This design comes from an exercise in tuning for small area, a short achievable clock period and few clock cycles per item on the open sky130 flow, not from production work. RTL that was checked went through simulation tests only; none was proved equivalent to the original. Power is estimated from default activity; no workload was simulated.

==> module FP16_div, before the edit <==
module FP16_div(
    input [15:0]data_dividend,
    input [15:0]data_divisor,
    input input_valid,
    input clk,
    input rst,
    output [15:0]data_q,
    output reg output_update,
    output reg idle
    );
    reg found;               
    reg st;                  
    reg qr1, qr2;            
    reg s;                   
    reg rnd;                 
    reg [12:0] X;            
    reg [10:0] D;            
    reg [12:0] D3;           
    reg [6:0] E;             
    reg [9:0] M;             
    wire busy = ~idle;
    wire load = input_valid & idle;
    wire [4:0] ea = data_dividend[14:10];
    wire [4:0] eb = data_divisor[14:10];
    wire ea_nz = |ea;
    wire eb_nz = |eb;
    wire [12:0] X_in = {2'b00, ea_nz, data_dividend[9:0]};
    wire [10:0] D_in = {eb_nz, data_divisor[9:0]};
    wire [12:0] D3_in = {2'b00, D_in} + {1'b0, D_in, 1'b0};
    wire [6:0] E_in = {2'b00, ea} + {2'b00, ~eb} + {6'd0, ~ea_nz} + {6'd0, eb_nz} + 7'b1101111;    
    wire sub = ~X[12];
    wire [11:0] Dm = {1'b0, D} ^ {12{sub}};                    
    wire [11:0] D3m = D3[11:0] ^ {12{sub}};                    
    wire [11:0] T1 = X[11:0] + Dm + {11'd0, sub};              
    wire [11:0] A = {X[10:0], 1'b0} + Dm + {11'd0, sub};       
    wire [11:0] B = {X[10:0], 1'b0} + D3m + {11'd0, sub};      
    wire q1 = ~T1[11];
    wire [11:0] T2 = (q1 == sub) ? B : A;
    wire q2 = ~T2[11];
    wire Dz = ~|D;
    wire dn = ~D[10];
    wire signed [6:0] Es = E;
    wire e_ovf = Es >= 32;
    wire e31 = E == 7'd31;
    wire e_zero = Es <= -11;
    wire e_m10 = Es == -10;
    wire e_m9 = Es == -9;
    wire e_den = (Es >= -8) & (Es <= 0);
    wire e1 = E == 7'd1;
    wire e2 = E == 7'd2;
    wire [3:0] mk = 4'd2 - E[3:0];                    
    wire [10:0] marker = 11'd1 << mk;
    wire [6:0] Ep1 = E + 7'd1;
    wire [6:0] Em1 = E - 7'd1;
    wire [6:0] Em2 = E - 7'd2;
    reg f2;
    reg [6:0] E2;
    reg [10:0] M2;
    always @(*) begin
        f2 = 1'b1;
        E2 = E;
        M2 = {M[8:0], qr1, qr2};
        if (~found) begin
            if (e_den) begin
                E2 = 7'd0;
                M2 = marker | {9'd0, qr1, qr2};
            end else if (e1) begin
                E2 = {6'd0, qr1};
                M2 = {9'd0, 1'b1, qr2};
            end else if (e2) begin
                E2 = qr1 ? 7'd2 : {6'd0, qr2};
                M2 = {9'd0, qr1, qr1 ? qr2 : 1'b1};
            end else if (qr1) begin
                M2 = {9'd0, 1'b1, qr2};
            end else if (qr2) begin
                E2 = Em1;
                M2 = 11'd1;
            end else begin
                E2 = Em2;
                M2 = 11'd0;
                f2 = 1'b0;
            end
        end
    end
    wire ovf = Dz | (~dn & (st ? (~found & e31 & qr1) : e_ovf));
    wire zero = ~dn & ~st & e_zero;
    wire fin_b = ~dn & (st ? M2[10] : e_m10);         
    wire fin_a = ~dn & (st ? (M2[9] & ~M2[10]) : e_m9);          
    wire done = ovf | zero | fin_a | fin_b;
    always @(posedge clk) begin
        if (rst) begin
            idle <= 1'b1;
            output_update <= 1'b0;
        end else if (load) begin
            idle <= 1'b0;
            output_update <= 1'b0;
        end else begin
            idle <= idle | done;
            output_update <= busy & done;
        end
    end
    always @(posedge clk) begin
        if (load) begin
            X <= X_in;
            D <= D_in;
            D3 <= D3_in;
            st <= 1'b0;
        end else if (dn) begin
            D <= {D[9:0], 1'b0};
            D3 <= {D3[11:0], 1'b0};
        end else begin
            X <= {T2, 1'b0};
            st <= 1'b1;
        end
        qr1 <= q1;
        qr2 <= q2;
        rnd <= (fin_b & q1) | (fin_a & q2);
    end
    always @(posedge clk) begin
        if (load) begin
            s <= data_dividend[15] ^ data_divisor[15];
            E <= E_in;
            M <= 10'd0;
            found <= 1'b0;
        end else if (ovf) begin
            E <= 7'd30;
            M <= 10'h3ff;
        end else if (dn) begin
            E <= Ep1;
        end else if (~st) begin
            if (zero | fin_a | fin_b) begin
                E <= 7'd0;
                M <= {9'd0, fin_a & q1};
            end
        end else begin
            E <= E2;
            found <= f2;
            M <= fin_a ? {M2[8:0], q1} : M2[9:0];
        end
    end
    wire [14:0] EM = {E[4:0], M};
    wire sat = EM == 15'h7bff;
    wire [14:0] V = EM + {14'd0, rnd & ~sat};
    wire rzero = ~|{EM, rnd};
    assign data_q = {s & ~rzero, V};
endmodule
==> flow/config.mk <==
export PLATFORM = sky130hd
export DESIGN_NAME = FP16_div
export DESIGN_NICKNAME = FP16_div
export VERILOG_FILES = /design/flow/design.v
export SDC_FILE = /design/flow/constraint.sdc
export NUM_CORES = 4
export LEC_CHECK = 0
export CAP_MARGIN = 20
export CORE_MARGIN = 2
export CORE_UTILIZATION = 40
export SETUP_SLACK_MARGIN = 2.0
export SLEW_MARGIN = 20
==> flow/constraint.sdc <==
create_clock -name core_clock -period 5.0 [get_ports {clk}]
set_input_delay 1.0000 -clock core_clock [delete_from_list [all_inputs] [get_ports {clk}]]
set_output_delay 1.0000 -clock core_clock [all_outputs]
set_load 0.01 [all_outputs]
standard.sh (not shown) runs the stock make flow with config.mk's settings and CLKGATE_MAP_FILE= SYNTH_SCRIPT=/design/flow/synth_recipe.tcl, a recipe that flattens the netlist after the stock synthesis.
==> flow/flow/run.sh <==
#!/bin/bash
# Standard layout, with the port buffers made from buf_2 cells.
set -euo pipefail
export BUFFER_PORTS_ARGS="-buffer_cell sky130_fd_sc_hd__buf_2"
bash standard.sh > standard.log 2>&1
Testbench counts at the start, summed over its fixed seeds: cycles 51,570, items 8,000.
Rerun with:
--- a/flow/design.v
+++ b/flow/design.v
@@ -16,7 +16,6 @@
     reg rnd;                 
     reg [12:0] X;            
     reg [10:0] D;            
-    reg [12:0] D3;           
     reg [6:0] E;             
     reg [9:0] M;             
     wire busy = ~idle;
@@ -27,14 +26,20 @@
     wire eb_nz = |eb;
     wire [12:0] X_in = {2'b00, ea_nz, data_dividend[9:0]};
     wire [10:0] D_in = {eb_nz, data_divisor[9:0]};
-    wire [12:0] D3_in = {2'b00, D_in} + {1'b0, D_in, 1'b0};
     wire [6:0] E_in = {2'b00, ea} + {2'b00, ~eb} + {6'd0, ~ea_nz} + {6'd0, eb_nz} + 7'b1101111;    
     wire sub = ~X[12];
     wire [11:0] Dm = {1'b0, D} ^ {12{sub}};                    
-    wire [11:0] D3m = D3[11:0] ^ {12{sub}};                    
+    wire [11:0] X2 = {X[10:0], 1'b0};
+    wire [11:0] Dd = {1'b0, D};
+    wire [11:0] D2 = {D, 1'b0};
+    wire [11:0] K = Dd ^ D2;
+    wire [11:0] Pp = sub ? ~(Dd & D2) : (Dd | D2);
+    wire [11:0] Gg = sub ? ~(Dd | D2) : (Dd & D2);
+    wire [11:0] cs_s = X2 ^ K;
+    wire [11:0] cs_c = (X2 & Pp) | Gg;
     wire [11:0] T1 = X[11:0] + Dm + {11'd0, sub};              
     wire [11:0] A = {X[10:0], 1'b0} + Dm + {11'd0, sub};       
-    wire [11:0] B = {X[10:0], 1'b0} + D3m + {11'd0, sub};      
+    wire [11:0] B = cs_s + {cs_c[10:0], 1'b0} + {10'd0, sub, 1'b0};   
     wire q1 = ~T1[11];
     wire [11:0] T2 = (q1 == sub) ? B : A;
     wire q2 = ~T2[11];
@@ -104,11 +109,9 @@
         if (load) begin
             X <= X_in;
             D <= D_in;
-            D3 <= D3_in;
             st <= 1'b0;
         end else if (dn) begin
             D <= {D[9:0], 1'b0};
-            D3 <= {D3[11:0], 1'b0};
         end else begin
             X <= {T2, 1'b0};
             st <= 1'b1;
Non-clock buffer count rose by 59.
Routed wire length went up by 4.9%.
Sequential share of layout area drops by 5.5 points.
Worst setup slack loses 0.064 ns.
Cell area goes up by 3.7%.
Worst hold slack is better by 0.057 ns.
Power went up by 23%.
First-iteration DRC count falls by 24%.
Count of clock-buffer cells in the layout drops by 4.
Die area shrinks by 7.7%.
Combinational power climbs by 45%.
Sequential power shrinks by about 8%.
Clock power went down by 43%.
Core utilization goes up by 6.4 points.
No functional check of the RTL was part of the second run of this note.

* * *

Another version of the RTL of FP16_div (not shown whole).
Size: about 620 cells after synthesis, ~5500 um^2 of cells after synthesis.
==> module FP16_div, before the edit <==
module FP16_div(
    input [15:0]data_dividend,
    input [15:0]data_divisor,
    input input_valid,
    input clk,
    input rst,
    output [15:0]data_q,
    output reg output_update,
    output reg idle
    );
    reg found;               
    reg st;                  
    reg qr1, qr2;            
    reg s;                   
    reg rnd;                 
    reg cm;                  
    reg ltr;                 
    reg [11:0] X;            
    reg [10:0] D;            
    reg [6:0] E;             
    reg [9:0] M;             
    wire busy = ~idle;
    wire load = input_valid & idle;
    wire [4:0] ea = data_dividend[14:10];
    wire [4:0] eb = data_divisor[14:10];
    wire ea_nz = |ea;
    wire eb_nz = |eb;
    wire lt = ea_nz & eb_nz & (data_dividend[9:6] < data_divisor[9:6]);
    wire [11:0] X_in = lt ? {1'b1, data_dividend[9:0], 1'b0} : {1'b0, ea_nz, data_dividend[9:0]};
    wire [10:0] D_in = {eb_nz, data_divisor[9:0]};
    wire [4:0] ex = {ea[4:1], ea[0] | ~ea_nz};
    wire [4:0] ed = {eb[4:1], eb[0] | ~eb_nz};
    wire [6:0] E_in = {2'b00, ex} + {2'b00, ~ed} + 7'b1110000;    
    wire [11:0] nD = ~{1'b0, D};
    wire [11:0] X2 = {X[10:0], 1'b0};
    wire [11:0] A = X[11:0] + nD + 12'd1;                      
    wire [11:0] B = X2 + nD + 12'd1;                           
    wire [11:0] D2 = {D, 1'b0};
    wire [11:0] Dd = {1'b0, D};
    wire [11:0] X2c = {X[10:0], 1'b1};
    wire [11:0] cs_s = X2c ^ Dd ^ D2;
    wire [11:0] cs_c = (X2c & ~(Dd & D2)) | ~(Dd | D2);
    wire [11:0] C = cs_s + {cs_c[10:0], 1'b0} + 12'd1;         
    wire q1 = ~A[11];
    wire q2 = q1 ? ~C[11] : ~B[11];
    wire [10:0] P_hi = C[11] ? {A[9:0], 1'b0} : C[10:0];      
    wire [10:0] P_lo = B[11] ? {X[9:0], 1'b0} : B[10:0];      
    wire [10:0] P = q1 ? P_hi : P_lo;
    wire Dz = ~|D;
    wire dn = ~D[10];
    wire signed [6:0] Es = E;
    wire e_ovf = ltr ? (Es >= 33) : (Es >= 32);
    wire e31 = E == 7'd31;
    wire e_zero = ltr ? (Es <= -10) : (Es <= -11);
    wire e_m10 = ltr ? (Es == -9) : (Es == -10);
    wire e_m9 = ltr ? (Es == -8) : (Es == -9);
    wire e_den = (Es >= -8) & (Es <= 1);
    wire e1 = E == 7'd1;
    wire e_m8 = Es == -8;
    wire e_m7 = Es == -7;
    wire [3:0] mk = 4'd2 - E[3:0];                    
    wire [10:0] marker = 11'd1 << mk;
    wire [6:0] Eadj = E + (dn ? 7'd1 : {6'b111111, qr2 | ~st});
    reg f2;
    reg [6:0] E2;
    reg [10:0] M2;
    always @(*) begin
        f2 = 1'b1;
        E2 = E;
        M2 = {M[8:0], qr1, qr2};
        if (~found) begin
            if (e_den) begin
                E2 = {6'd0, e1 & qr1};
                M2 = marker | {9'd0, qr1, qr2};
            end else if (qr1) begin
                M2 = {9'd0, 1'b1, qr2};
            end else if (qr2) begin
                E2 = Eadj;
                M2 = 11'd1;
            end else begin
                E2 = Eadj;
                M2 = 11'd0;
                f2 = 1'b0;
            end
        end
    end
    wire ovf = Dz | (~dn & (st ? (~found & e31 & qr1) : e_ovf));
    wire zero = ~dn & ~st & e_zero;
    wire fin_b = ~dn & (st ? (found ? M[8] : e_m8) : e_m10);               
    wire fin_a = ~dn & (st ? (found ? (M[7] & ~M[8]) : e_m7) : e_m9);     
    wire done = ovf | zero | fin_a | fin_b;
    always @(posedge clk) begin
        if (rst) begin
            idle <= 1'b1;
            output_update <= 1'b0;
        end else if (load) begin
            idle <= 1'b0;
            output_update <= 1'b0;
        end else begin
            idle <= idle | done;
            output_update <= busy & done;
        end
    end
    always @(posedge clk) begin
        if (load) begin
            X <= X_in;
            D <= D_in;
            st <= 1'b0;
        end else if (dn) begin
            D <= {D[9:0], 1'b0};
        end else begin
            X <= {P, 1'b0};
            st <= 1'b1;
        end
        if (load) ltr <= lt;
        qr1 <= q1;
        qr2 <= q2;
        rnd <= (fin_b & q1) | (fin_a & q2);
        cm <= st & ((fin_b & (&M2[9:0])) | (fin_a & (&M2[8:0]) & q1));
    end
    always @(posedge clk) begin
        if (load) begin
            s <= data_dividend[15] ^ data_divisor[15];
            E <= E_in;
            found <= 1'b0;
        end else if (ovf) begin
            E <= 7'd30;
        end else if (dn) begin
            E <= Eadj;
        end else if (~st) begin
            if (zero | fin_a | fin_b) E <= 7'd0;
            else if (ltr) E <= Eadj;
        end else begin
            E <= E2;
            found <= f2;
        end
    end
    always @(posedge clk) begin
        if (load)
            M <= 10'd0;
        else if (ovf)
            M <= 10'h3ff;
        else if (dn)
            M <= 10'd0;
        else if (~st)
            M <= {9'd0, fin_a & q1};
        else
            M <= fin_a ? {M2[8:0], q1} : M2[9:0];
    end
    wire sat = cm & (E[4:0] == 5'd30);
    wire r = rnd & ~sat;
    wire [9:0] Mr = M + {9'd0, r};
    wire [4:0] Er = E[4:0] + {4'd0, r & cm};
    wire rzero = ~|{E[4:0], M, rnd};
    assign data_q = {s & ~rzero, Er, Mr};
endmodule
clock: 5.0 ns
lec_check: 0
cap_margin: 20
core_margin: 2
core_utilization: 40
cts_buf_list: sky130_fd_sc_hd__clkbuf_4 sky130_fd_sc_hd__clkbuf_8
setup_slack_margin: 1.65
slew_margin: 20
Scripts as last shown in full above: flow/flow/run.sh
The starting point completed without violations.
Then changed:
--- a/flow/design.v
+++ b/flow/design.v
@@ -14,8 +14,6 @@
     reg qr1, qr2;            
     reg s;                   
     reg rnd;                 
-    reg cm;                  
-    reg ltr;                 
     reg [11:0] X;            
     reg [10:0] D;            
     reg [6:0] E;             
@@ -26,12 +24,12 @@
     wire [4:0] eb = data_divisor[14:10];
     wire ea_nz = |ea;
     wire eb_nz = |eb;
-    wire lt = ea_nz & eb_nz & (data_dividend[9:6] < data_divisor[9:6]);
+    wire lt = ea_nz & eb_nz & (data_dividend[9:7] < data_divisor[9:7]);
     wire [11:0] X_in = lt ? {1'b1, data_dividend[9:0], 1'b0} : {1'b0, ea_nz, data_dividend[9:0]};
     wire [10:0] D_in = {eb_nz, data_divisor[9:0]};
     wire [4:0] ex = {ea[4:1], ea[0] | ~ea_nz};
     wire [4:0] ed = {eb[4:1], eb[0] | ~eb_nz};
-    wire [6:0] E_in = {2'b00, ex} + {2'b00, ~ed} + 7'b1110000;    
+    wire [6:0] E_in = {2'b00, ex} + {2'b00, ~ed} + {6'd0, ~lt} + 7'b1101111;    
     wire [11:0] nD = ~{1'b0, D};
     wire [11:0] X2 = {X[10:0], 1'b0};
     wire [11:0] A = X[11:0] + nD + 12'd1;                      
@@ -50,18 +48,18 @@
     wire Dz = ~|D;
     wire dn = ~D[10];
     wire signed [6:0] Es = E;
-    wire e_ovf = ltr ? (Es >= 33) : (Es >= 32);
+    wire e_ovf = Es >= 32;
     wire e31 = E == 7'd31;
-    wire e_zero = ltr ? (Es <= -10) : (Es <= -11);
-    wire e_m10 = ltr ? (Es == -9) : (Es == -10);
-    wire e_m9 = ltr ? (Es == -8) : (Es == -9);
+    wire e_zero = Es <= -11;
+    wire e_m10 = Es == -10;
+    wire e_m9 = Es == -9;
     wire e_den = (Es >= -8) & (Es <= 1);
     wire e1 = E == 7'd1;
     wire e_m8 = Es == -8;
     wire e_m7 = Es == -7;
     wire [3:0] mk = 4'd2 - E[3:0];                    
     wire [10:0] marker = 11'd1 << mk;
-    wire [6:0] Eadj = E + (dn ? 7'd1 : {6'b111111, qr2 | ~st});
+    wire [6:0] Eadj = E + (dn ? 7'd1 : {6'b111111, qr2});
     reg f2;
     reg [6:0] E2;
     reg [10:0] M2;
@@ -113,11 +111,9 @@
             X <= {P, 1'b0};
             st <= 1'b1;
         end
-        if (load) ltr <= lt;
         qr1 <= q1;
         qr2 <= q2;
         rnd <= (fin_b & q1) | (fin_a & q2);
-        cm <= st & ((fin_b & (&M2[9:0])) | (fin_a & (&M2[8:0]) & q1));
     end
     always @(posedge clk) begin
         if (load) begin
@@ -130,7 +126,6 @@
             E <= Eadj;
         end else if (~st) begin
             if (zero | fin_a | fin_b) E <= 7'd0;
-            else if (ltr) E <= Eadj;
         end else begin
             E <= E2;
             found <= f2;
@@ -148,10 +143,9 @@
         else
             M <= fin_a ? {M2[8:0], q1} : M2[9:0];
     end
-    wire sat = cm & (E[4:0] == 5'd30);
-    wire r = rnd & ~sat;
-    wire [9:0] Mr = M + {9'd0, r};
-    wire [4:0] Er = E[4:0] + {4'd0, r & cm};
-    wire rzero = ~|{E[4:0], M, rnd};
-    assign data_q = {s & ~rzero, Er, Mr};
+    wire [14:0] EM = {E[4:0], M};
+    wire sat = EM == 15'h7bff;
+    wire [14:0] V = EM + {14'd0, rnd & ~sat};
+    wire rzero = ~|{EM, rnd};
+    assign data_q = {s & ~rzero, V};
 endmodule
Setup slack is worse by 0.11 ns.
Synthesized cell count went down by 4.7%.
First-iteration DRC count went down by 18%.
Count of clock-buffer cells in the layout went up by 1.
Register-to-register slack is worse by 0.05 ns.
Sequential power is about the same.
Utilization went up by 1.5 points.
Non-clock buffer count went up by 8.
Worst hold slack is better by 0.031 ns.
Cell area went down by 3.3%.
Final cell count went down by 2.9%.
Clock power went down by 7.8%.
Area after synthesis went down by 7.1%.
Fmax went down by 3.2%.
Function was not checked in any run of this note: the RTL went through the layout flow alone.

static timing again, ports no longer ideal:
How much do the figures lean on ideal ports? The routed layouts below were timed once more, with nothing changed but the port constraints.
Step 1 sets driving cells, clkbuf_16 on the clock port and buf_2 on the other inputs (assumed; they add their load-dependent delay and slew).
Step 2, shift: input delay + t, output delay - t, t = (earliest + latest rising clock arrival at the registers) / 2. This alone moves slack from input paths to output paths.
Three values: no drivers, after step 1, after step 2; two values: the first two.
| run | t, ns | setup slack, ns | worst setup path after step 2 | latest minus earliest clock arrival (ns) | worst slew at a driven data input, ns |
|---|---|---|---|---|---|
| the first run of note 1 | 0.371 | 1.652 / 1.610 / 1.722 | input to register | 0.013 / 0.012 | 0.04 |
| the second run of note 1 | 0.342 | 1.588 / 1.546 / 1.651 | register to register | 0.011 / 0.011 | 0.04 |
| the first run of note 2 | 0.359 | 1.748 / 1.748 / 1.477 | input to register | 0.014 / 0.014 | 0.04 |
| the second run of note 2 | 0.346 | 1.642 / 1.639 / 1.293 | input to register | 0.012 / 0.012 | 0.04 |
After both steps every run listed still meets setup and hold. The setup slack of the second run of note 2, which loses most, moves by -0.003 ns with the drivers and by -0.349 ns with both steps.
